Background: an optimization exercise with open tools, aiming at small area. Do not read the settings as production practice.
Only simulation tests tie the RTL to the original design; equivalence was not proved.
In runs 2 to 7 the design's own scripts or RTL, not TritonCTS, make the clock network.
No driver is modelled on the clock port, so clock power and skew are understated where the tree is cut down; a real chip needs a root buffer or a tree.

<file path="config.mk">
export PLATFORM = sky130hd
export DESIGN_NAME = firv2
export DESIGN_NICKNAME = firv2
export VERILOG_FILES = /design/flow/design.v
export SDC_FILE = /design/flow/constraint.sdc
export NUM_CORES = 4
export LEC_CHECK = 0
export CAP_MARGIN = 20
export CORE_MARGIN = 2
export CORE_UTILIZATION = 75
export PLACE_DENSITY = 0.85
export SLEW_MARGIN = 20
export SYNTH_HIERARCHICAL = 1
</file>
<file path="constraint.sdc">
create_clock -name core_clock -period 10.0 [get_ports {clock}]
set_input_delay 2.0000 -clock core_clock [delete_from_list [all_inputs] [get_ports {clock}]]
set_output_delay 2.0000 -clock core_clock [all_outputs]
set_load 0.01 [all_outputs]
</file>
<file path="design.v">
module firv2(
           o_data,
           i_data,
           i_enable,
           clock
           );
   output reg [7:0] o_data;
   input      [7:0] i_data;
   input            i_enable;
   input            clock;
   wire       en   = i_enable;
   wire       en_n = ~i_enable;
   reg [7:0] data_r;
   reg [7:0] tap0;
   reg [7:0] tap1;
   reg [7:0] tap2;
   reg [7:0] tap3;
   reg [7:0] tap4;
   reg [7:0] tap5;
   reg [7:0] tap6;
   reg [7:0] tap7;
   reg [7:0] tap8;
   reg [7:0] tap9;
   reg [7:0] tap10;
   reg [7:0] tap11;
   reg [7:0] tap12;
   always @(posedge clock)
     data_r <= {~i_data[7], i_data[6:0]};
   wire [7:0] tap0_next;
   fir_hold8 u_hold_0 (.en(en), .en_n(en_n), .d(data_r), .q(tap0), .y(tap0_next));
   always @(posedge clock)
     tap0 <= tap0_next;
   wire [7:0] tap1_next;
   fir_hold8 u_hold_1 (.en(en), .en_n(en_n), .d(tap0), .q(tap1), .y(tap1_next));
   always @(posedge clock)
     tap1 <= tap1_next;
   wire [7:0] tap2_next;
   fir_hold8 u_hold_2 (.en(en), .en_n(en_n), .d(tap1), .q(tap2), .y(tap2_next));
   always @(posedge clock)
     tap2 <= tap2_next;
   wire [7:0] tap3_next;
   fir_hold8 u_hold_3 (.en(en), .en_n(en_n), .d(tap2), .q(tap3), .y(tap3_next));
   always @(posedge clock)
     tap3 <= tap3_next;
   wire [7:0] tap4_next;
   fir_hold8 u_hold_4 (.en(en), .en_n(en_n), .d(tap3), .q(tap4), .y(tap4_next));
   always @(posedge clock)
     tap4 <= tap4_next;
   wire [7:0] tap5_next;
   fir_hold8 u_hold_5 (.en(en), .en_n(en_n), .d(tap4), .q(tap5), .y(tap5_next));
   always @(posedge clock)
     tap5 <= tap5_next;
   wire [7:0] tap6_next;
   fir_hold8 u_hold_6 (.en(en), .en_n(en_n), .d(tap5), .q(tap6), .y(tap6_next));
   always @(posedge clock)
     tap6 <= tap6_next;
   wire [7:0] tap7_next;
   fir_hold8 u_hold_7 (.en(en), .en_n(en_n), .d(tap6), .q(tap7), .y(tap7_next));
   always @(posedge clock)
     tap7 <= tap7_next;
   wire [7:0] tap8_next;
   fir_hold8 u_hold_8 (.en(en), .en_n(en_n), .d(tap7), .q(tap8), .y(tap8_next));
   always @(posedge clock)
     tap8 <= tap8_next;
   wire [7:0] tap9_next;
   fir_hold8 u_hold_9 (.en(en), .en_n(en_n), .d(tap8), .q(tap9), .y(tap9_next));
   always @(posedge clock)
     tap9 <= tap9_next;
   wire [7:0] tap10_next;
   fir_hold8 u_hold_10 (.en(en), .en_n(en_n), .d(tap9), .q(tap10), .y(tap10_next));
   always @(posedge clock)
     tap10 <= tap10_next;
   wire [7:0] tap11_next;
   fir_hold8 u_hold_11 (.en(en), .en_n(en_n), .d(tap10), .q(tap11), .y(tap11_next));
   always @(posedge clock)
     tap11 <= tap11_next;
   wire [7:0] tap12_next;
   fir_hold8 u_hold_12 (.en(en), .en_n(en_n), .d(tap11), .q(tap12), .y(tap12_next));
   always @(posedge clock)
     tap12 <= tap12_next;
   wire s1, c2;
   fir_ha u_s1 (.a(tap6[0]), .b(tap8[0]), .s(s1), .co(c2));
   wire s4, c3;
   fir_fa u_s4 (.a(tap6[1]), .b(tap8[1]), .c(c2), .s(s4), .co(c3));
   wire s6, c5;
   fir_fa u_s6 (.a(tap6[2]), .b(tap8[2]), .c(c3), .s(s6), .co(c5));
   wire s8, c7;
   fir_fa u_s8 (.a(tap6[3]), .b(tap8[3]), .c(c5), .s(s8), .co(c7));
   wire s10, c9;
   fir_fa u_s10 (.a(tap6[4]), .b(tap8[4]), .c(c7), .s(s10), .co(c9));
   wire s12, c11;
   fir_fa u_s12 (.a(tap6[5]), .b(tap8[5]), .c(c9), .s(s12), .co(c11));
   wire s14, c13;
   fir_fa u_s14 (.a(tap6[6]), .b(tap8[6]), .c(c11), .s(s14), .co(c13));
   wire s16, c15;
   fir_fa u_s16 (.a(tap6[7]), .b(tap8[7]), .c(c13), .s(s16), .co(c15));
   wire s17, c18;
   fir_ha u_s17 (.a(tap4[0]), .b(tap10[0]), .s(s17), .co(c18));
   wire s20, c19;
   fir_fa u_s20 (.a(tap4[1]), .b(tap10[1]), .c(c18), .s(s20), .co(c19));
   wire s21, c22;
   fir_ha u_s21 (.a(s1), .b(s20), .s(s21), .co(c22));
   wire s24, c23;
   fir_fa u_s24 (.a(tap4[2]), .b(tap10[2]), .c(c19), .s(s24), .co(c23));
   wire s26, c25;
   fir_fa u_s26 (.a(s4), .b(c22), .c(s24), .s(s26), .co(c25));
   wire s28, c27;
   fir_fa u_s28 (.a(tap4[3]), .b(tap10[3]), .c(c23), .s(s28), .co(c27));
   wire s30, c29;
   fir_fa u_s30 (.a(s6), .b(c25), .c(s28), .s(s30), .co(c29));
   wire s32, c31;
   fir_fa u_s32 (.a(tap4[4]), .b(tap10[4]), .c(c27), .s(s32), .co(c31));
   wire s34, c33;
   fir_fa u_s34 (.a(s8), .b(c29), .c(s32), .s(s34), .co(c33));
   wire s36, c35;
   fir_fa u_s36 (.a(tap4[5]), .b(tap10[5]), .c(c31), .s(s36), .co(c35));
   wire s38, c37;
   fir_fa u_s38 (.a(s10), .b(c33), .c(s36), .s(s38), .co(c37));
   wire s40, c39;
   fir_fa u_s40 (.a(tap4[6]), .b(tap10[6]), .c(c35), .s(s40), .co(c39));
   wire s42, c41;
   fir_fa u_s42 (.a(s12), .b(c37), .c(s40), .s(s42), .co(c41));
   wire s44, c43;
   fir_fa u_s44 (.a(tap4[7]), .b(tap10[7]), .c(c39), .s(s44), .co(c43));
   wire s46, c45;
   fir_fa u_s46 (.a(s14), .b(c41), .c(s44), .s(s46), .co(c45));
   wire s48, c47;
   fir_fa u_s48 (.a(c43), .b(s16), .c(c45), .s(s48), .co(c47));
   wire s49, c50;
   fir_ha u_s49 (.a(c15), .b(c47), .s(s49), .co(c50));
   wire c51 = (tap2[0] & tap12[0]) | (tap2[0] & s1) | (tap12[0] & s1);
   wire s53, c52;
   fir_fa u_s53 (.a(tap2[1]), .b(tap12[1]), .c(s17), .s(s53), .co(c52));
   wire c54 = (c51 & s4) | (c51 & s53) | (s4 & s53);
   wire s56, c55;
   fir_fa u_s56 (.a(tap2[2]), .b(tap12[2]), .c(tap3[0]), .s(s56), .co(c55));
   wire s58, c57;
   fir_fa u_s58 (.a(tap11[0]), .b(s56), .c(c52), .s(s58), .co(c57));
   wire s60, c59;
   fir_fa u_s60 (.a(s21), .b(s6), .c(c54), .s(s60), .co(c59));
   wire c61 = s58 & s60;
   wire s63, c62;
   fir_fa u_s63 (.a(tap2[3]), .b(tap12[3]), .c(tap3[1]), .s(s63), .co(c62));
   wire s65, c64;
   fir_fa u_s65 (.a(tap11[1]), .b(tap7[0]), .c(s17), .s(s65), .co(c64));
   wire s67, c66;
   fir_fa u_s67 (.a(c55), .b(s63), .c(s65), .s(s67), .co(c66));
   wire s69, c68;
   fir_fa u_s69 (.a(c57), .b(s67), .c(s8), .s(s69), .co(c68));
   wire s71, c70;
   fir_fa u_s71 (.a(c59), .b(s26), .c(c61), .s(s71), .co(c70));
   wire c72 = s69 & s71;
   wire s74, c73;
   fir_fa u_s74 (.a(tap2[4]), .b(tap12[4]), .c(tap3[2]), .s(s74), .co(c73));
   wire s76, c75;
   fir_fa u_s76 (.a(tap11[2]), .b(tap7[1]), .c(tap5[0]), .s(s76), .co(c75));
   wire s78, c77;
   fir_fa u_s78 (.a(tap9[0]), .b(tap7[0]), .c(c62), .s(s78), .co(c77));
   wire s80, c79;
   fir_fa u_s80 (.a(s74), .b(s76), .c(c64), .s(s80), .co(c79));
   wire s82, c81;
   fir_fa u_s82 (.a(s78), .b(s21), .c(c66), .s(s82), .co(c81));
   wire s84, c83;
   fir_fa u_s84 (.a(s80), .b(s82), .c(s10), .s(s84), .co(c83));
   wire s86, c85;
   fir_fa u_s86 (.a(c68), .b(s30), .c(c70), .s(s86), .co(c85));
   wire c87 = (s84 & c72) | (s84 & s86) | (c72 & s86);
   wire s89, c88;
   fir_fa u_s89 (.a(tap2[5]), .b(tap12[5]), .c(tap3[3]), .s(s89), .co(c88));
   wire s91, c90;
   fir_fa u_s91 (.a(tap11[3]), .b(tap7[2]), .c(tap5[1]), .s(s91), .co(c90));
   wire s93, c92;
   fir_fa u_s93 (.a(tap9[1]), .b(tap7[1]), .c(c73), .s(s93), .co(c92));
   wire s95, c94;
   fir_fa u_s95 (.a(c75), .b(s89), .c(s91), .s(s95), .co(c94));
   wire s97, c96;
   fir_fa u_s97 (.a(c77), .b(s93), .c(s95), .s(s97), .co(c96));
   wire s99, c98;
   fir_fa u_s99 (.a(c79), .b(s97), .c(c81), .s(s99), .co(c98));
   wire s101, c100;
   fir_fa u_s101 (.a(s26), .b(s99), .c(s12), .s(s101), .co(c100));
   wire s103, c102;
   fir_fa u_s103 (.a(c83), .b(s34), .c(c85), .s(s103), .co(c102));
   wire c104 = (s101 & c87) | (s101 & s103) | (c87 & s103);
   wire s106, c105;
   fir_fa u_s106 (.a(tap2[6]), .b(tap12[6]), .c(tap3[4]), .s(s106), .co(c105));
   wire s108, c107;
   fir_fa u_s108 (.a(tap11[4]), .b(tap7[3]), .c(tap5[2]), .s(s108), .co(c107));
   wire s110, c109;
   fir_fa u_s110 (.a(tap9[2]), .b(tap7[2]), .c(c88), .s(s110), .co(c109));
   wire s112, c111;
   fir_fa u_s112 (.a(c90), .b(s106), .c(s108), .s(s112), .co(c111));
   wire s114, c113;
   fir_fa u_s114 (.a(c92), .b(c94), .c(s110), .s(s114), .co(c113));
   wire s116, c115;
   fir_fa u_s116 (.a(s112), .b(c96), .c(s114), .s(s116), .co(c115));
   wire s118, c117;
   fir_fa u_s118 (.a(s116), .b(c98), .c(s30), .s(s118), .co(c117));
   wire s120, c119;
   fir_fa u_s120 (.a(s118), .b(s14), .c(c100), .s(s120), .co(c119));
   wire s122, c121;
   fir_fa u_s122 (.a(s38), .b(c102), .c(s120), .s(s122), .co(c121));
   wire c123 = c104 & s122;
   wire s125, c124;
   fir_fa u_s125 (.a(tap2[7]), .b(tap12[7]), .c(tap3[5]), .s(s125), .co(c124));
   wire s127, c126;
   fir_fa u_s127 (.a(tap11[5]), .b(tap7[4]), .c(tap5[3]), .s(s127), .co(c126));
   wire s129, c128;
   fir_fa u_s129 (.a(tap9[3]), .b(tap7[3]), .c(c105), .s(s129), .co(c128));
   wire s131, c130;
   fir_fa u_s131 (.a(c107), .b(s125), .c(s127), .s(s131), .co(c130));
   wire s133, c132;
   fir_fa u_s133 (.a(c109), .b(c111), .c(s129), .s(s133), .co(c132));
   wire s135, c134;
   fir_fa u_s135 (.a(s131), .b(c113), .c(s133), .s(s135), .co(c134));
   wire s137, c136;
   fir_fa u_s137 (.a(c115), .b(s135), .c(s34), .s(s137), .co(c136));
   wire s139, c138;
   fir_fa u_s139 (.a(c117), .b(s137), .c(s16), .s(s139), .co(c138));
   wire s141, c140;
   fir_fa u_s141 (.a(c119), .b(s42), .c(c121), .s(s141), .co(c140));
   wire s143, c142;
   fir_fa u_s143 (.a(s139), .b(c123), .c(s141), .s(s143), .co(c142));
   wire s145, c144;
   fir_fa u_s145 (.a(tap3[6]), .b(tap11[6]), .c(tap7[5]), .s(s145), .co(c144));
   wire s147, c146;
   fir_fa u_s147 (.a(tap5[4]), .b(tap9[4]), .c(tap7[4]), .s(s147), .co(c146));
   wire s149, c148;
   fir_fa u_s149 (.a(c124), .b(c126), .c(s145), .s(s149), .co(c148));
   wire s151, c150;
   fir_fa u_s151 (.a(s147), .b(c128), .c(c130), .s(s151), .co(c150));
   wire s153, c152;
   fir_fa u_s153 (.a(s149), .b(c132), .c(s151), .s(s153), .co(c152));
   wire s155, c154;
   fir_fa u_s155 (.a(c134), .b(s153), .c(s38), .s(s155), .co(c154));
   wire s157, c156;
   fir_fa u_s157 (.a(c136), .b(c15), .c(s155), .s(s157), .co(c156));
   wire s159, c158;
   fir_fa u_s159 (.a(c138), .b(s46), .c(s157), .s(s159), .co(c158));
   wire s161, c160;
   fir_fa u_s161 (.a(c140), .b(s159), .c(c142), .s(s161), .co(c160));
   wire s163, c162;
   fir_fa u_s163 (.a(tap3[7]), .b(tap11[7]), .c(tap7[6]), .s(s163), .co(c162));
   wire s165, c164;
   fir_fa u_s165 (.a(tap5[5]), .b(tap9[5]), .c(tap7[5]), .s(s165), .co(c164));
   wire s167, c166;
   fir_fa u_s167 (.a(c144), .b(c146), .c(s163), .s(s167), .co(c166));
   wire s169, c168;
   fir_fa u_s169 (.a(s165), .b(c148), .c(s167), .s(s169), .co(c168));
   wire s171, c170;
   fir_fa u_s171 (.a(c150), .b(s169), .c(c152), .s(s171), .co(c170));
   wire s173, c172;
   fir_fa u_s173 (.a(s171), .b(s42), .c(c154), .s(s173), .co(c172));
   wire s175, c174;
   fir_fa u_s175 (.a(c156), .b(s173), .c(s48), .s(s175), .co(c174));
   wire s177, c176;
   fir_fa u_s177 (.a(c158), .b(s175), .c(c160), .s(s177), .co(c176));
   wire s179, c178;
   fir_fa u_s179 (.a(tap7[7]), .b(tap5[6]), .c(tap9[6]), .s(s179), .co(c178));
   wire s181, c180;
   fir_fa u_s181 (.a(tap7[6]), .b(c162), .c(c164), .s(s181), .co(c180));
   wire s183, c182;
   fir_fa u_s183 (.a(s179), .b(c166), .c(s181), .s(s183), .co(c182));
   wire s185, c184;
   fir_fa u_s185 (.a(c168), .b(s183), .c(c170), .s(s185), .co(c184));
   wire s187, c186;
   fir_fa u_s187 (.a(s185), .b(s46), .c(c172), .s(s187), .co(c186));
   wire s189, c188;
   fir_fa u_s189 (.a(s187), .b(s49), .c(c174), .s(s189), .co(c188));
   wire s190, c191;
   fir_ha u_s190 (.a(c176), .b(s189), .s(s190), .co(c191));
   wire s193, c192;
   fir_fa u_s193 (.a(tap5[7]), .b(tap9[7]), .c(tap7[7]), .s(s193), .co(c192));
   wire s195, c194;
   fir_fa u_s195 (.a(c178), .b(s193), .c(c180), .s(s195), .co(c194));
   wire s197, c196;
   fir_fa u_s197 (.a(c182), .b(s195), .c(c184), .s(s197), .co(c196));
   wire s199, c198;
   fir_fa u_s199 (.a(s197), .b(s48), .c(c186), .s(s199), .co(c198));
   wire s201, c200;
   fir_fa u_s201 (.a(c50), .b(s199), .c(c188), .s(s201), .co(c200));
   wire s202, c203;
   fir_ha u_s202 (.a(c191), .b(s201), .s(s202), .co(c203));
   wire s205, c204;
   fir_fa u_s205 (.a(c192), .b(c194), .c(c196), .s(s205), .co(c204));
   wire s207, c206;
   fir_fa u_s207 (.a(s205), .b(s49), .c(c198), .s(s207), .co(c206));
   wire s209, c208;
   fir_fa u_s209 (.a(s207), .b(c200), .c(c203), .s(s209), .co(c208));
   wire s211, c210;
   fir_fa u_s211 (.a(c204), .b(c50), .c(c206), .s(s211), .co(c210));
   wire s212, c213;
   fir_ha u_s212 (.a(c208), .b(s211), .s(s212), .co(c213));
   wire s214 = c210 ^ c213;
   wire [7:0] o_next;
   fir_hold8 u_hold_o (.en(en), .en_n(en_n), .d({~s214, s212, s209, s202, s190, s177, s161, s143}), .q(o_data), .y(o_next));
   always @(posedge clock)
     o_data <= o_next;
endmodule
module fir_hold8(en, en_n, d, q, y);
   input        en, en_n;
   input  [7:0] d, q;
   output [7:0] y;
   assign y = (d & {8{en}}) | (q & {8{en_n}});
endmodule
module fir_fa(a, b, c, s, co);
   input  a, b, c;
   output s, co;
   assign s  = a ^ b ^ c;
   assign co = (a & b) | (a & c) | (b & c);
endmodule
module fir_ha(a, b, s, co);
   input  a, b;
   output s, co;
   assign s  = a ^ b;
   assign co = a & b;
endmodule
</file>
<file path="flow/run.sh">
#!/bin/bash
# Own flow: the standard layout (standard.sh), with plain buf_1 port
# buffers and a clock tree of small buffers without dummy loads.
export BUFFER_PORTS_ARGS="-buffer_cell sky130_fd_sc_hd__buf_1"
export CTS_ARGS="-sink_clustering_enable -repair_clock_nets -dont_use_dummy_load -buf_list sky130_fd_sc_hd__clkbuf_8"
bash standard.sh > standard.log 2>&1
</file>
<file path="standard.sh">
#!/bin/bash
# synth_recipe.tcl (not shown) runs the flow's synth.tcl, then flattens the netlist and writes it again
# the make line also repeats each setting of config.mk as NAME=value (left out here)
make -C /OpenROAD-flow-scripts/flow DESIGN_CONFIG=/design/flow/config.mk WORK_HOME=/design/flow/orfs CLKGATE_MAP_FILE= SYNTH_SCRIPT=/design/flow/synth_recipe.tcl "${@:-finish}"
</file>
==> results.ini, run 1 <==
[status]
status = complete, no violations

[placed_design]
portBuffers = 17
placedCellCount = 467
hpwl_mm = 7.167
place_congestion = 0.8361

[cells_and_area]
fin_cells = 484
fill_cells = 450
areaGrowthSynthToFinish_pct = 2.229
antennaDiodeCount = 0
drive_gt1_share_pct = 6.021
nets = 497

[critical_path]
cp-end-kind = flip-flop
cp_data_arrival_time_ps = 7280
crit_fanout = 3
path_class = flip-flop to flip-flop
worstPathRequired_ps = 10300
start_kind = flip-flop

[worst_hold_path]
hold_class = flip-flop to flip-flop

[yosys]
syn_area_sq_um = 5782
yosys_register_bits = 120
yosys.area.top_type = dfxtp_1
synth.yosys.seq_area_share_pct = 41.55
synth_cell_type_count = 12
netlist_instances = 374
syn-num-nets = 487
synthTopCellsByArea = dfxtp_1 42%, fa_1 33%, a22o_1 17%
yosysWarnings = 7
syn_avg_cell_area_sq_um = 15.46
synth.top_cell.area_share_pct = 41.55

[sta]
fin_crit_sh_pct = 69.79
rsz0062_at_grt = false
tightest_slew_ps = 1092
max_freq_mhz = 143.3
relSlewSlack_pct = 27.17
drv_slew = 0
finalHoldViolations = 0
finalCriticalPeriod_ps = 6979
tns_ps = 0
setup_viol = 0
hold_ws_ps = 452.6
worst_clock_skew_ps = 22.77

[clock_tree]
insertion_delay_ps = 420
numCtsBuffers = 17
htreeDepth = 4
cts_setup_buffers = 0
cts_root_buf = clkbuf_8
cts.hold.buffers_added = 0
clockBufferDepth = 2
path_clk_slew_ps = 70
tritoncts = built
postCtsResizedCells = 0
clock-sinks = 120

[global_route]
grt_max_degree = 114
antenna_found_initial = 0
grt-ovfl-total = 0
grt_usage_pct = 26.26
grt_pass1_vias = 3304
grt_pass1_wl_mm = 16.68

[detailed_routing]
wirelength_mm = 9.780
drc = 0
avgViaCountPerCell = 6.289
drtPass1Iterations = 4
num_vias = 3044
ant_nets = 0
routedWlPerCell_microns = 20.21
drt-initial-drc-count = 162

[floorplanning]
dieArea_sq_um = 8427
rows = 32
die_h_microns = 91.80
die_width_microns = 91.80
initial_core_util_pct = 76.00
core_area_sq_um = 7607
ios = 18

[job]
drv_cap = 0

metal layers:
| layer | wire length [microns] | vias up | track usage, % |
|---|---|---|---|
| li1 | - | 1365 | - |
| met5 | 0 | - | 0 |
| met2 | 5083 | 73 | 42.03 |
| met1 | 4110 | 1583 | 34.98 |
| met4 | 266 | 0 | 11.19 |
| met3 | 318 | 23 | 6.245 |
worst paths after layout:
check / from / end / slack [ps] / depth (start not counted)
setup reg to reg: tap6[0]$_DFF_P_ / o_data[7]$_DFF_P_ / 3020 / 19
hold / removal: data_r[5]$_DFF_P_ / tap0[5]$_DFF_P_ / 450 / 1
setup / recovery: tap6[0]$_DFF_P_ / o_data[7]$_DFF_P_ / 3020 / 19
hold reg to reg: data_r[5]$_DFF_P_ / tap0[5]$_DFF_P_ / 450 / 1
critical path: stages (launching register included):
cell and delay, ps:
dfxtp_1 330, ha_1 220, fa_1 370, fa_1 400
fa_1 390, fa_1 390, fa_1 400, fa_1 590
fa_1 450, fa_1 390, fa_1 450, fa_1 380
fa_1 380, fa_1 370, ha_1 210, ha_1 210
fa_1 370, ha_1 220, xnor2_1 120, a22o_1 220
registers in the layout, indices dropped and copies added (netlist names):
| name | count |
|---|---|
| tap12 | 8 |
| tap8 | 8 |
| tap7 | 8 |
| tap0 | 8 |
| o_data | 8 |
| tap4 | 8 |
| tap1 | 8 |
| tap3 | 8 |
| tap5 | 8 |
| tap2 | 8 |
| tap11 | 8 |
| tap9 | 8 |
| tap6 | 8 |
| tap10 | 8 |
| data_r | 8 |
through the flow:
| step | area [sq um] | worst slack (ps) | util, % |
|---|---|---|---|
| final | 5911 | 3021 | 77.70 |
| after CTS | 5911 | 2964 | 77.70 |
| after detailed placement | 5677 | 2960 | 74.62 |
| after global placement | 5677 | 3131 | 74.62 |
| after floorplan | 5782 | 3247 | - |
| after global routing | 5911 | 2785 | 77.70 |
final cells by class:
type                            instances  area, sq um  area share (%)
Sequential cell                       120         2402           40.64
Tap cell                              102        127.6           2.159
Timing Repair Buffer                   19        82.58           1.397
Clock buffer                           17        234.0           3.959
Multi-Input combinational cell        224         3057           51.71
Inverter                                2        7.507          0.1270
cells in the mapped netlist:
cell type and n:
a21oi_1 1, a22o_1 112, a22oi_1 1, and2_1 2, buf_6 28, dfxtp_1 120, fa_1 96, ha_1 7
inv_1 2, maj3_2 2, o21ai_0 2, xnor2_1 1
modules after synthesis (local to each module, per instance):
| module | area (sq um) | cells | copies in the design |
|---|---|---|---|
| fir_hold8 | 92.59 | 10 | 14 |
| firv2 | 2476 | 131 | 1 |
| fir_fa | 20.02 | 1 | 96 |
| fir_ha | 12.51 | 1 | 7 |
kinds of logic (layout without fill, tap and decap cells):
kind of cell | count (synthesis) | after routing | share of synthesized area (%)
buffers and inverters | 30 | 38 | 5.583
AOI/OAI and AO/OA | 116 | 116 | 17.36
adders and majority gates | 105 | 105 | 35.14
DFF | 120 | 120 | 41.55
xor gates and xnor gates | 1 | 1 | 0.1515
and+or+nand+nor | 2 | 2 | 0.2164
cells in the final DEF, fill, tap and decap left out, drive strengths merged:
| master | instances |
|---|---|
| o21ai | 2 |
| a22o | 112 |
| a21oi | 1 |
| clkbuf | 18 |
| maj3 | 2 |
| a22oi | 1 |
| inv | 2 |
| and2 | 2 |
| buf | 18 |
| dfxtp | 120 |
| xnor2 | 1 |
| ha | 7 |
| fa | 96 |
==> run 2, diff against run 1 <==
==> flow/run.sh (replaced) <==
#!/bin/bash
# Own flow: the standard layout (standard.sh) with two changes:
#  - the ports are buffered with buf_1 cells (BUFFER_PORTS_ARGS);
#  - after the cts step, post_cts.tcl replaces the clock tree with a flat one:
#    the clock port drives 4 clkbuf_16, each driving a quarter of the flip-flops.
# Each step's log is under orfs/logs/; make's output goes to standard.log.
here=$(cd "$(dirname "$0")" && pwd)
export BUFFER_PORTS_ARGS="-buffer_cell sky130_fd_sc_hd__buf_1"
export CTS_ARGS="-sink_clustering_enable -repair_clock_nets -dont_use_dummy_load -buf_list sky130_fd_sc_hd__clkbuf_8"
export POST_CTS_TCL="$here/post_cts.tcl"
export CLK_NB=4
export CLK_BUF=sky130_fd_sc_hd__clkbuf_16
bash standard.sh > standard.log 2>&1
==> flow/post_cts.tcl (new file) <==
# Runs at the end of ORFS's cts step (POST_CTS_TCL).
# Replaces the H-tree that clock_tree_synthesis built with a flat tree: the clock
# port drives CLK_NB buffers of type CLK_BUF, and each drives the flip-flops of one
# region of the core (regions split by x, then y, with equal flip-flop counts).
# Every flip-flop is one buffer from the port, so the clock arrives at all of them
# at about the same time.
set block [ord::get_db_block]
set clk [$block findNet clock]

# 1. take out the buffers clock_tree_synthesis inserted
set cts_bufs {}
foreach inst [$block getInsts] {
  set m [[$inst getMaster] getName]
  if {[string match "clkbuf_*" [$inst getName]] && [string match "*__clkbuf_*" $m]} {
    lappend cts_bufs $inst
  }
}
set cts_nets {}
foreach b $cts_bufs {
  set onet [[$b findITerm X] getNet]
  lappend cts_nets $onet
  foreach it [$onet getITerms] {
    if {[$it getInst] ne $b} {
      $it disconnect
      $it connect $clk
    }
  }
}
foreach b $cts_bufs { odb::dbInst_destroy $b }
foreach n $cts_nets { odb::dbNet_destroy $n }
puts "post_cts: removed [llength $cts_bufs] clock tree buffers"

# 2. flat tree
set sinks {}
foreach it [$clk getITerms] {
  set inst [$it getInst]
  lassign [$inst getLocation] x y
  lappend sinks [list $it $x $y]
}
set nb $::env(CLK_NB)
set ncol [expr {int(ceil(sqrt($nb)))}]
set nrow [expr {int(ceil(double($nb) / $ncol))}]
set sx [lsort -integer -index 1 $sinks]
set n [llength $sx]
set groups {}
for {set c 0} {$c < $ncol} {incr c} {
  set lo [expr {$c * $n / $ncol}]
  set hi [expr {($c + 1) * $n / $ncol - 1}]
  set col [lsort -integer -index 2 [lrange $sx $lo $hi]]
  set m [llength $col]
  set nr [expr {min($nrow, $nb - $c * $nrow)}]
  for {set r 0} {$r < $nr} {incr r} {
    set l2 [expr {$r * $m / $nr}]
    set h2 [expr {($r + 1) * $m / $nr - 1}]
    lappend groups [lrange $col $l2 $h2]
  }
}
set master [[ord::get_db] findMaster $::env(CLK_BUF)]
set i 0
foreach g $groups {
  set sxx 0
  set syy 0
  foreach s $g {
    incr sxx [lindex $s 1]
    incr syy [lindex $s 2]
  }
  set cx [expr {$sxx / [llength $g]}]
  set cy [expr {$syy / [llength $g]}]
  set inst [odb::dbInst_create $block $master "clkbuf_flat_$i"]
  set net [odb::dbNet_create $block "clknet_flat_$i"]
  $net setSigType CLOCK
  foreach s $g {
    set it [lindex $s 0]
    $it disconnect
    $it connect $net
  }
  [$inst findITerm A] connect $clk
  [$inst findITerm X] connect $net
  $inst setLocation $cx $cy
  $inst setPlacementStatus PLACED
  puts "post_cts: clkbuf_flat_$i drives [llength $g] flip-flops"
  incr i
}

detailed_placement
check_placement -verbose
estimate_parasitics -placement
report_clock_skew
report_clock_min_period
report_worst_slack -max
report_worst_slack -min
==> run 2 against run 1 <==
  * Area after synthesis did not move
  * Final cell count down 2.5%
==> results.ini, run 2 <==
[worst_hold_path]
hold_class = flip-flop to flip-flop
min_path_cells = 1

[placed_design]
hpwl_mm = 7.167
portBuffers = 17
placedCellCount = 467
place_congestion = 0.8361
dpl_cell_area_sq_um = 5677

[detailed_routing]
avgViaCountPerCell = 6.280
routedWlPerCell_microns = 20.81
wirelength_mm = 9.822
drtPass1Iterations = 4
drt-initial-drc-count = 107
ant_nets = 0
num_vias = 2964
drc = 0

[yosys]
syn_avg_cell_area_sq_um = 15.46
syn_area_sq_um = 5782
synth.top_cell.area_share_pct = 41.55
synth_commonest_cells = 120 x dfxtp_1, 112 x a22o_1, 96 x fa_1
synth_top_flop_cell = dfxtp_1
yosysWarnings = 7
async_flop_share_pct = 0
synth_cell_type_count = 12
synthTopCellsByArea = dfxtp_1 42%, fa_1 33%, a22o_1 17%
synth.yosys.seq_area_share_pct = 41.55
netlist_instances = 374
synth.most_common_cell = dfxtp_1
yosys_register_bits = 120
syn-num-nets = 487
yosys.area.top_type = dfxtp_1
synth-edff-count = 0

[floorplanning]
die_width_microns = 91.80
ios = 18
dieArea_sq_um = 8427
rows = 32
die_h_microns = 91.80
initial_core_util_pct = 76.00
core_area_sq_um = 7607

[global_route]
grt-ovfl-total = 0
antenna_found_initial = 0
grt_pass1_vias = 3191
grt_usage_pct = 25.64
grt_max_degree = 114
grt_pass1_wl_mm = 16.65

[cells_and_area]
multi_input_area_sq_um = 3057
fin_area_sq_um = 5797
final_cell_mix = 120 x dfxtp_1, 112 x a22o_1, 96 x fa_1, 16 x buf_1, 7 x ha_1
antennaDiodeCount = 0
ff_latch_area_sq_um = 2402
fill_cells = 462
drive_gt1_share_pct = 2.973
final_common_cell = dfxtp_1
fin_cells = 472
areaGrowthSynthToFinish_pct = 0.2597
nets = 485

[critical_path]
path_class = flip-flop to flip-flop
cp_data_arrival_time_ps = 7080
worstPathRequired_ps = 10080
path_cells = ha_1 > fa_1 > fa_1 > fa_1 > fa_1 > fa_1 > fa_1 > fa_1 > fa_1 > fa_1 > fa_1 > fa_1 > fa_1 > ha_1 > ha_1 > fa_1 > ha_1 > xnor2_1 > a22o_1
cp-end-kind = flip-flop
critPathSlowestCell = fa_1
max_stage_delay_ps = 590
reg2reg_depth = 19
path_common_cell = fa_1
crit_fanout = 3
start_kind = flip-flop

[clock_tree]
insertion_delay_ps = 170
clock-sinks = 120
path_clk_slew_ps = 110

[sta]
max_freq_mhz = 142.9
drv_slew = 0
relSlewSlack_pct = 48.34
setup_viol = 0
worst_clock_skew_ps = 11.41
tns_ps = 0
tightest_slew_ps = 774.8
rsz0062_at_grt = false
finalCriticalPeriod_ps = 6998
finalHoldViolations = 0
fin_crit_sh_pct = 69.98

[status]
status = complete, no violations

[job]
drv_cap = 0

-- run 2: cell counts after synthesis --
No cell type changed its count.
-- run 2: per-module statistics from Yosys, one instance, submodules excluded --
module	copies in the design	flip-flops and latches
firv2	1	120
fir_hold8	14	0
fir_fa	96	0
fir_ha	7	0
-- run 2: kinds of logic after synthesis --
| family | synth area share (%) |
|---|---|
| adder cells (fa/ha/maj) | 35.14 |
| buffers and inverters | 5.583 |
| flip-flops | 41.55 |
| AO/OA/AOI/OAI | 17.36 |
| AND/OR/NAND/NOR | 0.2164 |
| XOR/XNOR | 0.1515 |
-- run 2: worst max-delay path, delay by kind of cell, from the launching register on --
| family | cells | cell delay, ps |
|---|---|---|
| adder cells (fa/ha/maj) | 17 | 6200 |
| flip-flops | 1 | 350 |
| AO/OA/AOI/OAI | 1 | 220 |
| XOR/XNOR | 1 | 130 |
-- run 2: stage by stage --
step	util, %	setup WS [ps]	hold slack (ps)
after floorplan	-	3247	433.1
after global placement	74.62	3131	437.8
after detailed placement	74.62	2960	441.7
after global routing	76.20	2756	482.2
final	76.20	3002	466.2
-- run 2: per-layer routing --
layer / routed length (microns) / GRT usage [%]
met5: 0 / 0
met4: 216 / 7.587
met3: 193 / 2.465
met2: 5312 / 44.24
met1: 4100 / 35.26
-- run 2: final cells by class --
| type | instances | area share, % |
|---|---|---|
| Sequential cell | 120 | 41.44 |
| Buffer | 4 | 1.727 |
| Timing Repair Buffer | 20 | 1.770 |
| Tap cell | 102 | 2.202 |
| Inverter | 2 | 0.1295 |
| Multi-Input combinational cell | 224 | 52.73 |
-- run 2: path summary, 6_finish.rpt --
path	from	end	slack, ps
hold / removal	data_r[0]$_DFF_P_	tap0[0]$_DFF_P_	470
hold reg to reg	data_r[0]$_DFF_P_	tap0[0]$_DFF_P_	470
setup / recovery	tap6[0]$_DFF_P_	o_data[7]$_DFF_P_	3000
setup reg to reg	tap6[0]$_DFF_P_	o_data[7]$_DFF_P_	3000
==> run 3, diff against run 2 <==
--- a/config.mk
+++ b/config.mk
@@ -8,6 +8,6 @@
 export CAP_MARGIN = 20
 export CORE_MARGIN = 2
-export CORE_UTILIZATION = 75
-export PLACE_DENSITY = 0.85
+export CORE_UTILIZATION = 90
+export PLACE_DENSITY = 0.95
 export SLEW_MARGIN = 20
 export SYNTH_HIERARCHICAL = 1
==> run 3 against run 2 <==
  * Still clean
  * Global-route usage increased by 19 points
  * Synthesized cell count did not move
  * Die area down 16%
  * Core utilization increased by 15 points
  * Largest cell class unchanged
==> results.ini, run 3 <==
[yosys]
synth_cell_type_count = 12
synth.top_cell.area_share_pct = 41.55
syn_avg_cell_area_sq_um = 15.46
yosysWarnings = 7
synthTopCellsByArea = dfxtp_1 42%, fa_1 33%, a22o_1 17%
syn-num-nets = 487
synth_commonest_cells = 120 x dfxtp_1, 112 x a22o_1, 96 x fa_1
synth_top_flop_cell = dfxtp_1
syn_area_sq_um = 5782
synth.yosys.seq_area_share_pct = 41.55
netlist_instances = 374
yosys_register_bits = 120
yosys.area.top_type = dfxtp_1
async_flop_share_pct = 0
synth.most_common_cell = dfxtp_1
synth-edff-count = 0

[sta]
worst_clock_skew_ps = 13.25
drv_slew = 0
fin_crit_sh_pct = 74.04
max_freq_mhz = 135.1
rsz0062_at_grt = false
tightest_slew_ps = 1140
setup_viol = 0
finalHoldViolations = 0
finalCriticalPeriod_ps = 7404
tns_ps = 0
relSlewSlack_pct = 24.00

[cells_and_area]
areaGrowthSynthToFinish_pct = -0.7575
antennaDiodeCount = 0
final_cell_mix = 120 x dfxtp_1, 112 x a22o_1, 96 x fa_1, 16 x buf_1, 7 x ha_1
final_common_cell = dfxtp_1
nets = 483
drive_gt1_share_pct = 2.446
fin_area_sq_um = 5738

[job]
drv_cap = 0

[worst_hold_path]
min_path_cells = 1
min-delay-start = data_r[7]$_DFF_P_
min_to = tap0[7]$_DFF_P_
hold_class = flip-flop to flip-flop

[floorplanning]
initial_core_util_pct = 92.11
die_h_microns = 84.15
rows = 29
ios = 18
core_area_sq_um = 6277
die_width_microns = 84.15
dieArea_sq_um = 7081

[placed_design]
dpl_cell_area_sq_um = 5638
portBuffers = 17
place_congestion = 0.9104
hpwl_mm = 8.702

[global_route]
antenna_found_initial = 0
grt-ovfl-total = 0
grt_max_degree = 114
grt_pass1_vias = 3879
grt_usage_pct = 44.87
grt_pass1_wl_mm = 22.87

[detailed_routing]
ant_nets = 0
avgViaCountPerCell = 8.063
wirelength_mm = 15.01
drc = 0
routedWlPerCell_microns = 33.73
drt-initial-drc-count = 314
num_vias = 3588
drtPass1Iterations = 5

[critical_path]
critPathSlowestCell = fa_1
worst_r2r_endpoint = o_data[7]$_DFF_P_
cp_top_family = adder cells
cp.depth = 19
cp-end-kind = flip-flop
worst_r2r_startpoint = tap8[0]$_DFF_P_
reg2reg_depth = 19
path_class = flip-flop to flip-flop
cp_data_arrival_time_ps = 7480
start_kind = flip-flop
max_stage_delay_ps = 620
crit_fanout = 3
r2r_setup_slack_ps = 2600
path_common_cell = fa_1
path_cells = ha_1 > fa_1 > fa_1 > fa_1 > fa_1 > fa_1 > fa_1 > fa_1 > fa_1 > fa_1 > fa_1 > fa_1 > fa_1 > ha_1 > ha_1 > fa_1 > ha_1 > xnor2_1 > a22o_1
worstPathRequired_ps = 10080
path_buf_inv = 0

[clock_tree]
insertion_delay_ps = 170
clock-sinks = 120
path_clk_slew_ps = 120

[status]
status = complete, no violations

run 3: cell counts after synthesis:
No cell type changed its count.
run 3: worst max path at each step:
stage | startpoint | to | slack [ps]
final | tap8[0]$_DFF_P_ | o_data[7]$_DFF_P_ | 2600
after global routing | tap8[0]$_DFF_P_ | o_data[7]$_DFF_P_ | 2480
after floorplan | tap6[0]$_DFF_P_ | o_data[7]$_DFF_P_ | 3250
after global placement | tap6[0]$_DFF_P_ | o_data[7]$_DFF_P_ | 3130
after detailed placement | tap8[0]$_DFF_P_ | o_data[7]$_DFF_P_ | 2880
run 3: cells by family (layout without fill, tap and decap cells):
kind of cell | count (synthesis) | count (layout) | synth area share (%)
buffers and inverters | 30 | 24 | 5.583
flip-flops | 120 | 120 | 41.55
AND/OR/NAND/NOR | 2 | 2 | 0.2164
XOR/XNOR | 1 | 1 | 0.1515
adder cells (fa/ha/maj) | 105 | 105 | 35.14
AO/OA/AOI/OAI | 116 | 116 | 17.36
run 3: metal layers:
metal	global-route usage (%)	share of wire [%]	vias to the layer above
met1	51.53	32	1811
met4	35.19	10	0
met5	0	0	-
met2	74.89	50	320
met3	7.768	7.8	126
li1	-	-	1331
run 3: layout make-up:
| class | instances | area (sq um) |
|---|---|---|
| Multi-Input combinational cell | 224 | 3057 |
| Sequential cell | 120 | 2402 |
| Fill cell | 171 | 539.3 |
| Buffer | 4 | 100.1 |
| Tap cell | 77 | 96.34 |
| Timing Repair Buffer | 18 | 75.07 |
| Inverter | 2 | 7.507 |
run 3: worst register-to-register path: stages, from the launching register on:
cell and delay, ps:
dfxtp_1 380, ha_1 230, fa_1 390, fa_1 400, fa_1 440, fa_1 420, fa_1 460, fa_1 620
fa_1 500, fa_1 400, fa_1 460, fa_1 390, fa_1 390, fa_1 390, ha_1 230, ha_1 210
fa_1 380, ha_1 230, xnor2_1 160, a22o_1 240
run 3: per-module statistics from Yosys, one instance, submodules excluded:
| module | copies in the design | cells |
|---|---|---|
| fir_hold8 | 14 | 10 |
| fir_ha | 7 | 1 |
| firv2 | 1 | 131 |
| fir_fa | 96 | 1 |
run 3: per-stage QoR:
step	instances	worst slack, ps	hold slack [ps]	util (%)
after global placement	441	3131	439.5	89.81
after detailed placement	441	2876	443.0	89.81
after floorplan	374	3247	433.1	-
after global routing	445	2476	480.5	91.41
final	445	2596	476.5	91.41
==> run 4, diff against run 3 <==
--- a/flow/run.sh
+++ b/flow/run.sh
@@ -10,4 +10,4 @@
 export POST_CTS_TCL="$here/post_cts.tcl"
 export CLK_NB=4
-export CLK_BUF=sky130_fd_sc_hd__clkbuf_16
+export CLK_BUF=sky130_fd_sc_hd__buf_12
 bash standard.sh > standard.log 2>&1
==> run 4 against run 3 <==
  * Critical endpoint unchanged
  * Worst setup slack improved by 24 ps
  * Still clean on timing, DRC and antenna
  * Register-to-register slack better by 20 ps
  * Wire length rose by 1.3%
  * Critical path type unchanged
  * Design area increased by 0.13%
==> results.ini, run 4 <==
[detailed_routing]
num_vias = 3580
drc = 0
drtPass1Iterations = 6
drt-initial-drc-count = 330
avgViaCountPerCell = 8.027
wirelength_mm = 15.21
ant_nets = 0
routedWlPerCell_microns = 34.11

[sta]
worst_clock_skew_ps = 10.41
relSlewSlack_pct = 34.49
finalHoldViolations = 0
finalCriticalPeriod_ps = 7381
max_freq_mhz = 135.5
drv_slew = 0
rsz0062_at_grt = false
fin_crit_sh_pct = 73.81
setup_viol = 0
tns_ps = 0
hold_ws_ps = 491.9
tightest_slew_ps = 981.3

[cells_and_area]
drive_gt1_share_pct = 2.710
fin_cells = 446
final_common_cell = dfxtp_1
final_cell_mix = 120 x dfxtp_1, 112 x a22o_1, 96 x fa_1, 16 x buf_1, 7 x ha_1
areaGrowthSynthToFinish_pct = -0.6276
antennaDiodeCount = 0
nets = 484

[job]
drv_cap = 0

[yosys]
synth.most_common_cell = dfxtp_1
yosys.area.top_type = dfxtp_1
netlist_instances = 374
yosysWarnings = 7
syn_area_sq_um = 5782
synthTopCellsByArea = dfxtp_1 42%, fa_1 33%, a22o_1 17%
synth_commonest_cells = 120 x dfxtp_1, 112 x a22o_1, 96 x fa_1
synth_cell_type_count = 12
async_flop_share_pct = 0
synth.yosys.seq_area_share_pct = 41.55
synth_top_flop_cell = dfxtp_1
synth-edff-count = 0
syn_avg_cell_area_sq_um = 15.46
yosys_register_bits = 120
syn-num-nets = 487
synth.top_cell.area_share_pct = 41.55

[global_route]
grt_pass1_vias = 3863
antenna_found_initial = 0
grt_usage_pct = 45.61
grt_pass1_wl_mm = 23.07
grt_max_degree = 114
grt-ovfl-total = 0

[worst_hold_path]
hold_class = flip-flop to flip-flop

[critical_path]
start_kind = flip-flop
path_class = flip-flop to flip-flop
crit_fanout = 3
cp_data_arrival_time_ps = 7430
r2r_setup_slack_ps = 2620
worstPathRequired_ps = 10050
cp-end-kind = flip-flop

[status]
status = complete, no violations

[placed_design]
portBuffers = 17
place_congestion = 0.9104
hpwl_mm = 8.702
placedCellCount = 441

[floorplanning]
initial_core_util_pct = 92.11
die_width_microns = 84.15
dieArea_sq_um = 7081
rows = 29
core_area_sq_um = 6277
die_h_microns = 84.15
ios = 18

[clock_tree]
path_clk_slew_ps = 120
clock-sinks = 120
insertion_delay_ps = 150

[run 4: cell types whose count changed in the layout (fill, tap and decap cells not counted), sizes merged]
cell	change
buf	+5
clkbuf	-4
[run 4: critical path, stage by stage (launching register included)]
cell	delay, ps
dfxtp_1	380
ha_1	230
fa_1	380
fa_1	400
fa_1	440
fa_1	430
fa_1	460
fa_1	620
fa_1	490
fa_1	410
fa_1	460
fa_1	390
fa_1	390
fa_1	390
ha_1	230
ha_1	210
fa_1	380
ha_1	230
xnor2_1	130
a22o_1	240
[run 4: cell families (layout without fill, tap and decap cells)]
family                   count (synthesis)  in the layout  share of synthesized area, %
AO/OA/AOI/OAI                          116            116                         17.36
XOR/XNOR                                 1              1                        0.1515
buffers and inverters                   30             25                         5.583
adder cells (fa/ha/maj)                105            105                         35.14
AND/OR/NAND/NOR                          2              2                        0.2164
flip-flops                             120            120                         41.55
[run 4: layout make-up]
class | instances | area [sq um]
plain buffers | 4 | 80.08
well taps | 77 | 96.34
fillers | 176 | 531.8
flip-flops and latches | 120 | 2402
multi-input cells | 224 | 3057
inverters | 2 | 7.507
repair buffers | 19 | 102.6
[run 4: per-stage QoR]
step / instance area [sq um] / util (%) / setup WS (ps)
6_report: 5746 / 91.53 / 2619
3_5_place_dp: 5638 / 89.81 / 2876
5_1_grt: 5746 / 91.53 / 2523
2_1_floorplan: 5782 / - / 3247
3_3_place_gp: 5638 / 89.81 / 3131
[run 4: final timing paths]
kind / endpoint / cells after the start / start
setup / recovery: o_data[7]$_DFF_P_ / 19 / tap8[0]$_DFF_P_
hold / removal: tap0[7]$_DFF_P_ / 1 / data_r[7]$_DFF_P_
setup reg to reg: o_data[7]$_DFF_P_ / 19 / tap8[0]$_DFF_P_
hold reg to reg: tap0[7]$_DFF_P_ / 1 / data_r[7]$_DFF_P_
[run 4: metal layers]
layer	part of all wire (%)	track usage, %	up-vias
li1	-	-	1342
met1	31	52.55	1789
met2	51	76.77	323
met3	8.1	9.931	126
met4	9.2	31.09	0
met5	0	0	-
[run 4: modules after synthesis (local to each module, per instance)]
module     cells  area [sq um]
firv2        131          2476
fir_fa         1         20.02
fir_ha         1         12.51
fir_hold8     10         92.59
==> run 5, diff against run 4 <==
--- a/flow/run.sh
+++ b/flow/run.sh
@@ -10,4 +10,4 @@
 export POST_CTS_TCL="$here/post_cts.tcl"
 export CLK_NB=4
-export CLK_BUF=sky130_fd_sc_hd__buf_12
+export CLK_BUF=sky130_fd_sc_hd__clkbuf_16
 bash standard.sh > standard.log 2>&1
--- a/config.mk
+++ b/config.mk
@@ -8,5 +8,7 @@
 export CAP_MARGIN = 20
 export CORE_MARGIN = 2
-export CORE_UTILIZATION = 90
+export CORE_UTILIZATION = 85
+export GPL_ROUTABILITY_DRIVEN = 0
+export GPL_TIMING_DRIVEN = 0
 export PLACE_DENSITY = 0.95
 export SLEW_MARGIN = 20
==> run 5 against run 4 <==
  * Global-route usage increased by 1.1 points
  * Flip-flop and latch count unchanged
  * Wire length increased by 8.0%
  * Area after synthesis unchanged
  * Register-to-register slack about the same
  * Synthesized cell count unchanged
  * Clock skew increased by 2.2 ps
  * Largest cell class unchanged
  * Highest routed layer unchanged
==> results.ini, run 5 <==
[status]
status = complete, no violations

[critical_path]
start_kind = flip-flop
cp_top_family = adder cells
path_common_cell = fa_1
cp_data_arrival_time_ps = 7460
reg2reg_depth = 19
crit_fanout = 3
path_buf_inv = 0
critPathSlowestCell = fa_1
worstPathRequired_ps = 10080
path_class = flip-flop to flip-flop
cp-end-kind = flip-flop
max_stage_delay_ps = 670
cp.depth = 19
path_cells = ha_1 > fa_1 > fa_1 > fa_1 > fa_1 > fa_1 > fa_1 > fa_1 > fa_1 > fa_1 > fa_1 > fa_1 > fa_1 > ha_1 > ha_1 > fa_1 > ha_1 > xnor2_1 > a22o_1

[sta]
relSlewSlack_pct = 29.50
rsz0062_at_grt = false
tightest_slew_ps = 1057
tns_ps = 0
fin_crit_sh_pct = 73.76
finalCriticalPeriod_ps = 7376
worst_clock_skew_ps = 12.60
drv_slew = 0
max_freq_mhz = 135.6
finalHoldViolations = 0
setup_viol = 0

[cells_and_area]
areaGrowthSynthToFinish_pct = 4.566
nets = 510
ff_latch_area_sq_um = 2402
antennaDiodeCount = 0
multi_input_area_sq_um = 3057
drive_gt1_share_pct = 8.608
fill_cells = 205
final_common_cell = dfxtp_1
fin_cells = 475
final_cell_mix = 120 x dfxtp_1, 112 x a22o_1, 96 x fa_1, 28 x buf_6, 17 x buf_1

[floorplanning]
die_width_microns = 86.48
dieArea_sq_um = 7478
die_h_microns = 86.48
initial_core_util_pct = 86.54
rows = 30
ios = 18
core_area_sq_um = 6681

[yosys]
syn_avg_cell_area_sq_um = 15.46
async_flop_share_pct = 0
synth_top_family_by_area = adder cells
synth_commonest_cells = 120 x dfxtp_1, 112 x a22o_1, 96 x fa_1
synth.top_cell.area_share_pct = 41.55
synth.most_common_cell = dfxtp_1
synth-simple-area-share_pct = 0.2164
syn_area_sq_um = 5782
synth_cell_type_count = 12
synth-edff-count = 0
synth_compound_area_share_pct = 17.36
yosys.area_share.xor_xnor_pct = 0.1515
yosysWarnings = 7
netlist_instances = 374
yosys_register_bits = 120
synth_top_flop_cell = dfxtp_1
synth.yosys.seq_area_share_pct = 41.55
syn-num-nets = 487
yosys.area.top_type = dfxtp_1
synth_fa_ha_area_share_pct = 35.14
synth_mux_area_share_pct = 0
synthTopCellsByArea = dfxtp_1 42%, fa_1 33%, a22o_1 17%

[global_route]
grt_max_degree = 31
antenna_found_initial = 0
grt_pass1_vias = 4086
grt-ovfl-total = 0
grt_pass1_wl_mm = 24.61
grt_usage_pct = 46.69

[detailed_routing]
drt-initial-drc-count = 366
avgViaCountPerCell = 8.051
drc = 0
drtPass1Iterations = 5
ant_nets = 0
num_vias = 3824
wirelength_mm = 16.43
routedWlPerCell_microns = 34.59

[clock_tree]
insertion_delay_ps = 170
clock-sinks = 120
path_clk_slew_ps = 120

[worst_hold_path]
min_path_cells = 1
hold_class = flip-flop to flip-flop

[placed_design]
hpwl_mm = 9.980
portBuffers = 17
placedCellCount = 471

[job]
drv_cap = 0

run 5: cell counts after synthesis:
Identical to the previous run, type by type.
run 5: Yosys stat by module (local to each module, per instance):
module | times used | area (sq um) | flops+latches
fir_fa | 96 | 20.02 | 0
firv2 | 1 | 2476 | 120
fir_ha | 7 | 12.51 | 0
fir_hold8 | 14 | 92.59 | 0
run 5: path summary, 6_finish.rpt:
kind                                 startpoint           endpoint  slack, ps
worst max-delay path            tap8[0]$_DFF_P_  o_data[7]$_DFF_P_       2620
worst min-delay path            tap1[1]$_DFF_P_    tap1[1]$_DFF_P_        490
worst max register to register  tap8[0]$_DFF_P_  o_data[7]$_DFF_P_       2620
worst min register to register  tap1[1]$_DFF_P_    tap1[1]$_DFF_P_        490
run 5: stage by stage:
stage	area [sq um]	utilization [%]	setup slack, ps	hold WS (ps)
6_report	6046	90.49	2624	489.9
5_1_grt	6046	90.49	2493	495.8
3_5_place_dp	5946	88.99	2769	442.4
3_3_place_gp	5946	88.99	3010	436.7
2_1_floorplan	5782	-	3247	433.1
run 5: logic make-up (layout without fill, tap and decap cells):
family                     count (synthesis)  in the layout
xor gates and xnor gates                   1              1
AOI/OAI and AO/OA                        116            116
and+or+nand+nor                            2              2
DFF                                      120            120
adders and majority gates                105            105
buffers and inverters                     30             51
run 5: area by class of cell:
| class | instances | share of cell area [%] |
|---|---|---|
| buffer | 32 | 6.871 |
| inverter | 2 | 0.1242 |
| multi-input combinational | 224 | 50.56 |
| sequential | 120 | 39.74 |
| tap | 80 | 1.656 |
| timing repair buffer | 17 | 1.055 |
run 5: per-layer routing:
metal | wire length [microns] | up-vias | track usage, % | part of all wire, %
li1 | - | 1387 | - | -
met1 | 5611 | 1949 | 62.11 | 34
met2 | 8028 | 381 | 75.31 | 49
met3 | 1677 | 107 | 9.524 | 10
met4 | 1111 | 0 | 21.45 | 6.8
met5 | 0 | - | 0 | 0
==> run 6, diff against run 5 <==
--- a/config.mk
+++ b/config.mk
@@ -9,6 +9,4 @@
 export CORE_MARGIN = 2
 export CORE_UTILIZATION = 85
-export GPL_ROUTABILITY_DRIVEN = 0
-export GPL_TIMING_DRIVEN = 0
 export PLACE_DENSITY = 0.95
 export SLEW_MARGIN = 20
==> run 6 against run 5 <==
  * Fmax up 2.1%
  * Highest routed layer unchanged
  * Register-to-register slack better by 150 ps
  * Critical endpoint unchanged
  * Sequential share of layout area up 2.1 points
  * Largest cell class unchanged
  * Final cell count down 5.7%
  * Flip-flop and latch count unchanged
  * Design area down 5.0%
  * Core utilization down 4.6 points
  * Worst hold slack worse by 16 ps
  * Synthesized cell count unchanged
==> results.ini, run 6 <==
[yosys]
yosys_register_bits = 120
synth.top_cell.area_share_pct = 41.55
syn_avg_cell_area_sq_um = 15.46
synth_cell_type_count = 12
yosysWarnings = 7
synth_commonest_cells = 120 x dfxtp_1, 112 x a22o_1, 96 x fa_1
synth_top_flop_cell = dfxtp_1
synthTopCellsByArea = dfxtp_1 42%, fa_1 33%, a22o_1 17%
synth.most_common_cell = dfxtp_1
syn-num-nets = 487
syn_area_sq_um = 5782
yosys.area.top_type = dfxtp_1
synth-edff-count = 0
async_flop_share_pct = 0
netlist_instances = 374
synth.yosys.seq_area_share_pct = 41.55

[cells_and_area]
nets = 483
fill_cells = 290
final_cell_mix = 120 x dfxtp_1, 112 x a22o_1, 96 x fa_1, 16 x buf_1, 7 x ha_1
final_common_cell = dfxtp_1
multi_input_area_sq_um = 3057
fin_area_sq_um = 5742
areaGrowthSynthToFinish_pct = -0.6924
drive_gt1_share_pct = 2.446
ff_latch_area_sq_um = 2402
antennaDiodeCount = 0

[detailed_routing]
drc = 0
avgViaCountPerCell = 7.069
drt-initial-drc-count = 223
drtPass1Iterations = 4
wirelength_mm = 11.72
routedWlPerCell_microns = 26.16
ant_nets = 0
num_vias = 3167

[worst_hold_path]
min-delay-start = data_r[7]$_DFF_P_
hold_class = flip-flop to flip-flop
min_to = tap0[7]$_DFF_P_
min_path_cells = 1

[critical_path]
path_buf_inv = 0
worstPathRequired_ps = 10060
worst_r2r_startpoint = tap6[0]$_DFF_P_
reg2reg_depth = 19
r2r_setup_slack_ps = 2770
critPathSlowestCell = fa_1
cp_data_arrival_time_ps = 7290
crit_fanout = 3
worst_r2r_endpoint = o_data[7]$_DFF_P_
start_kind = flip-flop
path_cells = ha_1 > fa_1 > fa_1 > fa_1 > fa_1 > fa_1 > fa_1 > fa_1 > fa_1 > fa_1 > fa_1 > fa_1 > fa_1 > ha_1 > ha_1 > fa_1 > ha_1 > xnor2_1 > a22o_1
path_common_cell = fa_1
max_stage_delay_ps = 600
path_class = flip-flop to flip-flop
cp_top_family = adder cells
cp-end-kind = flip-flop

[sta]
finalCriticalPeriod_ps = 7227
tightest_slew_ps = 1087
worst_clock_skew_ps = 8.512
setup_viol = 0
drv_slew = 0
max_freq_mhz = 138.4
finalHoldViolations = 0
relSlewSlack_pct = 27.52
fin_crit_sh_pct = 72.27
fin_ws_ps = 2773
tns_ps = 0
rsz0062_at_grt = false

[global_route]
grt_pass1_vias = 3510
busiest_layer = met2
grt_max_degree = 114
grt_usage_pct = 34.52
use_met3_pct = 4.476
grt_use_met1_pct = 45.20
grt-ovfl-total = 0
grt_pass1_wl_mm = 19.10
use_met2_pct = 59.30
antenna_found_initial = 0

[placed_design]
dpl_cell_area_sq_um = 5642
portBuffers = 17
hpwl_mm = 8.223
place_congestion = 0.9433
pre_cts_slack_ps = 2876

[status]
status = complete, no violations

[floorplanning]
dieArea_sq_um = 7478
initial_core_util_pct = 86.54
die_h_microns = 86.48
ios = 18
rows = 30
die_width_microns = 86.48
core_area_sq_um = 6681

[clock_tree]
insertion_delay_ps = 170
path_clk_slew_ps = 110
clock-sinks = 120

[job]
drv_cap = 0

## run 6: routing by layer
metal | wire (microns) | vias to the layer above
li1 | - | 1335
met1 | 4358 | 1663
met5 | 0 | -
met4 | 444 | 0
met2 | 6392 | 130
met3 | 524 | 39
## run 6: kinds of logic after synthesis
| logic type | share of synthesized area (%) |
|---|---|
| and+or+nand+nor | 0.2164 |
| buffers and inverters | 5.583 |
| xor gates and xnor gates | 0.1515 |
| DFF | 41.55 |
| adders and majority gates | 35.14 |
| AOI/OAI and AO/OA | 17.36 |
## run 6: how the worst max path moves through the flow
stage	startpoint	slack, ps	cells after the start	end
after detailed placement	tap6[0]$_DFF_P_	2880	19	o_data[7]$_DFF_P_
after global routing	tap6[0]$_DFF_P_	2620	19	o_data[7]$_DFF_P_
after global placement	tap6[0]$_DFF_P_	3130	19	o_data[7]$_DFF_P_
final	tap6[0]$_DFF_P_	2770	19	o_data[7]$_DFF_P_
after floorplan	tap6[0]$_DFF_P_	3250	19	o_data[7]$_DFF_P_
## run 6: metrics by stage
step | util [%] | hold slack (ps) | instances
2_1_floorplan | - | 433.1 | 374
3_3_place_gp | 84.44 | 436.3 | 444
3_5_place_dp | 84.44 | 448.0 | 444
5_1_grt | 85.94 | 496.2 | 448
6_report | 85.94 | 474.4 | 448
## run 6: final cells by class
class                   instances  share of cell area [%]
plain buffers                   4                   1.743
inverters                       2                  0.1307
multi-input cells             224                   53.24
flip-flops and latches        120                   41.84
well taps                      80                   1.743
repair buffers                 18                   1.307
## run 6: Yosys stat by module, one instance, submodules excluded
| module | times used | flops+latches | cells |
|---|---|---|---|
| fir_fa | 96 | 0 | 1 |
| fir_ha | 7 | 0 | 1 |
| fir_hold8 | 14 | 0 | 10 |
| firv2 | 1 | 120 | 131 |
==> run 7, diff against run 6 <==
--- a/config.mk
+++ b/config.mk
@@ -6,8 +6,8 @@
 export NUM_CORES = 4
 export LEC_CHECK = 0
-export CAP_MARGIN = 20
+export CAP_MARGIN = 0
 export CORE_MARGIN = 2
 export CORE_UTILIZATION = 85
 export PLACE_DENSITY = 0.95
-export SLEW_MARGIN = 20
+export SLEW_MARGIN = 0
 export SYNTH_HIERARCHICAL = 1
==> run 7 against run 6 <==
  * Via count fell by 0.16%
  * Worst hold slack barely moved
  * Core utilization did not move
  * Clock skew barely moved
  * Critical endpoint unchanged
  * Global-route usage did not move
  * Critical path depth did not move
  * Synthesized cell count did not move
  * Wire length fell by 0.14%
  * Die area did not move
  * First-iteration DRC count did not move
==> results.ini, run 7 <==
[status]
status = complete, no violations

[critical_path]
path_class = flip-flop to flip-flop
cp-end-kind = flip-flop
crit_fanout = 3
cp_data_arrival_time_ps = 7290
reg2reg_depth = 19
worstPathRequired_ps = 10060
start_kind = flip-flop

[yosys]
synth_commonest_cells = 120 x dfxtp_1, 112 x a22o_1, 96 x fa_1
syn_avg_cell_area_sq_um = 15.46
syn_area_sq_um = 5782
synth_cell_type_count = 12
yosysWarnings = 7
synth_top_flop_cell = dfxtp_1
synth.most_common_cell = dfxtp_1
syn-num-nets = 487
yosys.area.top_type = dfxtp_1
synth-edff-count = 0
synth.top_cell.area_share_pct = 41.55
yosys_register_bits = 120
async_flop_share_pct = 0
netlist_instances = 374
synthTopCellsByArea = dfxtp_1 42%, fa_1 33%, a22o_1 17%
synth.yosys.seq_area_share_pct = 41.55

[detailed_routing]
ant_nets = 0
avgViaCountPerCell = 7.058
drtPass1Iterations = 4
drt-initial-drc-count = 223
routedWlPerCell_microns = 26.13
num_vias = 3162
wirelength_mm = 11.70
drc = 0

[sta]
tns_ps = 0
tightest_slew_ps = 1181
rsz0062_at_grt = false
drv_slew = 0
finalCriticalPeriod_ps = 7227
fin_crit_sh_pct = 72.27
relSlewSlack_pct = 21.23
finalHoldViolations = 0
setup_viol = 0
hold_ws_ps = 474.4
max_freq_mhz = 138.4
worst_clock_skew_ps = 8.818

[cells_and_area]
antennaDiodeCount = 0
fill_cells = 290
nets = 483
final_cell_mix = 120 x dfxtp_1, 112 x a22o_1, 96 x fa_1, 16 x buf_1, 7 x ha_1
areaGrowthSynthToFinish_pct = -0.6924
fin_util_pct = 85.94
final_common_cell = dfxtp_1
drive_gt1_share_pct = 2.446
fin_area_sq_um = 5742

[job]
drv_cap = 0

[global_route]
grt_pass1_wl_mm = 19.10
grt_max_degree = 114
grt-ovfl-total = 0
antenna_found_initial = 0
grt_usage_pct = 34.52
grt_pass1_vias = 3510

[floorplanning]
ios = 18
die_h_microns = 86.48
dieArea_sq_um = 7478
rows = 30
core_area_sq_um = 6681
die_width_microns = 86.48
initial_core_util_pct = 86.54

[placed_design]
portBuffers = 17
hpwl_mm = 8.223
place_congestion = 0.9433
dpl_cell_area_sq_um = 5642

[worst_hold_path]
hold_class = flip-flop to flip-flop
min_path_cells = 1

[clock_tree]
path_clk_slew_ps = 110
clock-sinks = 120
insertion_delay_ps = 170

## run 7: cell counts after synthesis
No cell type changed its count.
## run 7: per-module statistics from Yosys, one instance, submodules excluded
| module | copies in the design | area, sq um | cells inside | flops+latches |
|---|---|---|---|---|
| fir_ha | 7 | 12.51 | 1 | 0 |
| fir_fa | 96 | 20.02 | 1 | 0 |
| fir_hold8 | 14 | 92.59 | 10 | 0 |
| firv2 | 1 | 2476 | 131 | 120 |
## run 7: worst paths after layout
kind / slack [ps] / startpoint / end
worst min-delay path: 470 / data_r[7]$_DFF_P_ / tap0[7]$_DFF_P_
worst min register to register: 470 / data_r[7]$_DFF_P_ / tap0[7]$_DFF_P_
worst max-delay path: 2770 / tap6[0]$_DFF_P_ / o_data[7]$_DFF_P_
worst max register to register: 2770 / tap6[0]$_DFF_P_ / o_data[7]$_DFF_P_
## run 7: critical path, cell delays in order, from the launching register on
cell	delay [ps]
dfxtp_1	350
ha_1	220
fa_1	380
fa_1	400
fa_1	400
fa_1	400
fa_1	410
fa_1	600
fa_1	470
fa_1	390
fa_1	480
fa_1	410
fa_1	390
fa_1	380
ha_1	220
ha_1	220
fa_1	370
ha_1	230
xnor2_1	140
a22o_1	250
## run 7: cells by family after synthesis
logic type / share of synthesized area, %
xor+xnor: 0.1515
flops: 41.55
compound gates: 17.36
buf+inv: 5.583
fa+ha+maj: 35.14
simple gates: 0.2164
## run 7: per-stage QoR
| stage | setup slack (ps) | cells |
|---|---|---|
| floorplan | 3247 | 374 |
| global placement | 3134 | 444 |
| detailed placement | 2876 | 444 |
| global route | 2615 | 448 |
| finish | 2773 | 448 |
## run 7: cell type report
type	count	area (sq um)	share of cell area, %
multi-input combinational	224	3057	53.24
sequential	120	2402	41.84
buffer	4	100.1	1.743
tap	80	100.1	1.743
timing repair buffer	18	75.07	1.307
inverter	2	7.507	0.1307
## run 7: routing by layer
layer / vias up / track usage (%) / wire length, microns
li1: 1336 / - / -
met1: 1658 / 45.20 / 4361
met2: 129 / 59.30 / 6362
met3: 39 / 4.476 / 527
met4: 0 / 14.06 / 453
met5: - / 0 / 0

[static timing again, ports no longer ideal]
How much do the figures lean on ideal ports? The routed layouts below were timed once more, with nothing changed but the port constraints.
Step 1 sets driving cells, clkbuf_16 on the clock port and buf_2 on the other inputs (assumed; they add their load-dependent delay and slew).
Step 2, shift: input delay + t, output delay - t, t = (earliest + latest rising clock arrival at the registers) / 2. This alone moves slack from input paths to output paths.
Slacks: ideal ports / drivers / drivers and shift; pairs: ideal ports / drivers.
run | t, ns | slack for setup (ns) | hold WS [ns] | latest minus earliest clock arrival (ns)
run 1 | 0.436 | 3.021 / 3.021 / 3.021 | 0.453 / 0.453 / 0.453 | 0.028 / 0.029
run 2 | 0.245 | 3.002 / 3.002 / 3.002 | 0.466 / 0.466 / 0.466 | 0.013 / 0.014
run 3 | 0.248 | 2.596 / 2.596 / 2.596 | 0.477 / 0.477 / 0.477 | 0.016 / 0.016
run 4 | 0.230 | 2.619 / 2.619 / 2.619 | 0.492 / 0.492 / 0.492 | 0.014 / 0.014
run 5 | 0.250 | 2.624 / 2.624 / 2.624 | 0.490 / 0.490 / 0.490 | 0.014 / 0.014
run 6 | 0.242 | 2.773 / 2.773 / 2.773 | 0.474 / 0.474 / 0.474 | 0.012 / 0.012
run 7 | 0.241 | 2.773 / 2.773 / 2.773 | 0.474 / 0.474 / 0.474 | 0.011 / 0.011
After both steps setup and hold are still met in every run listed.
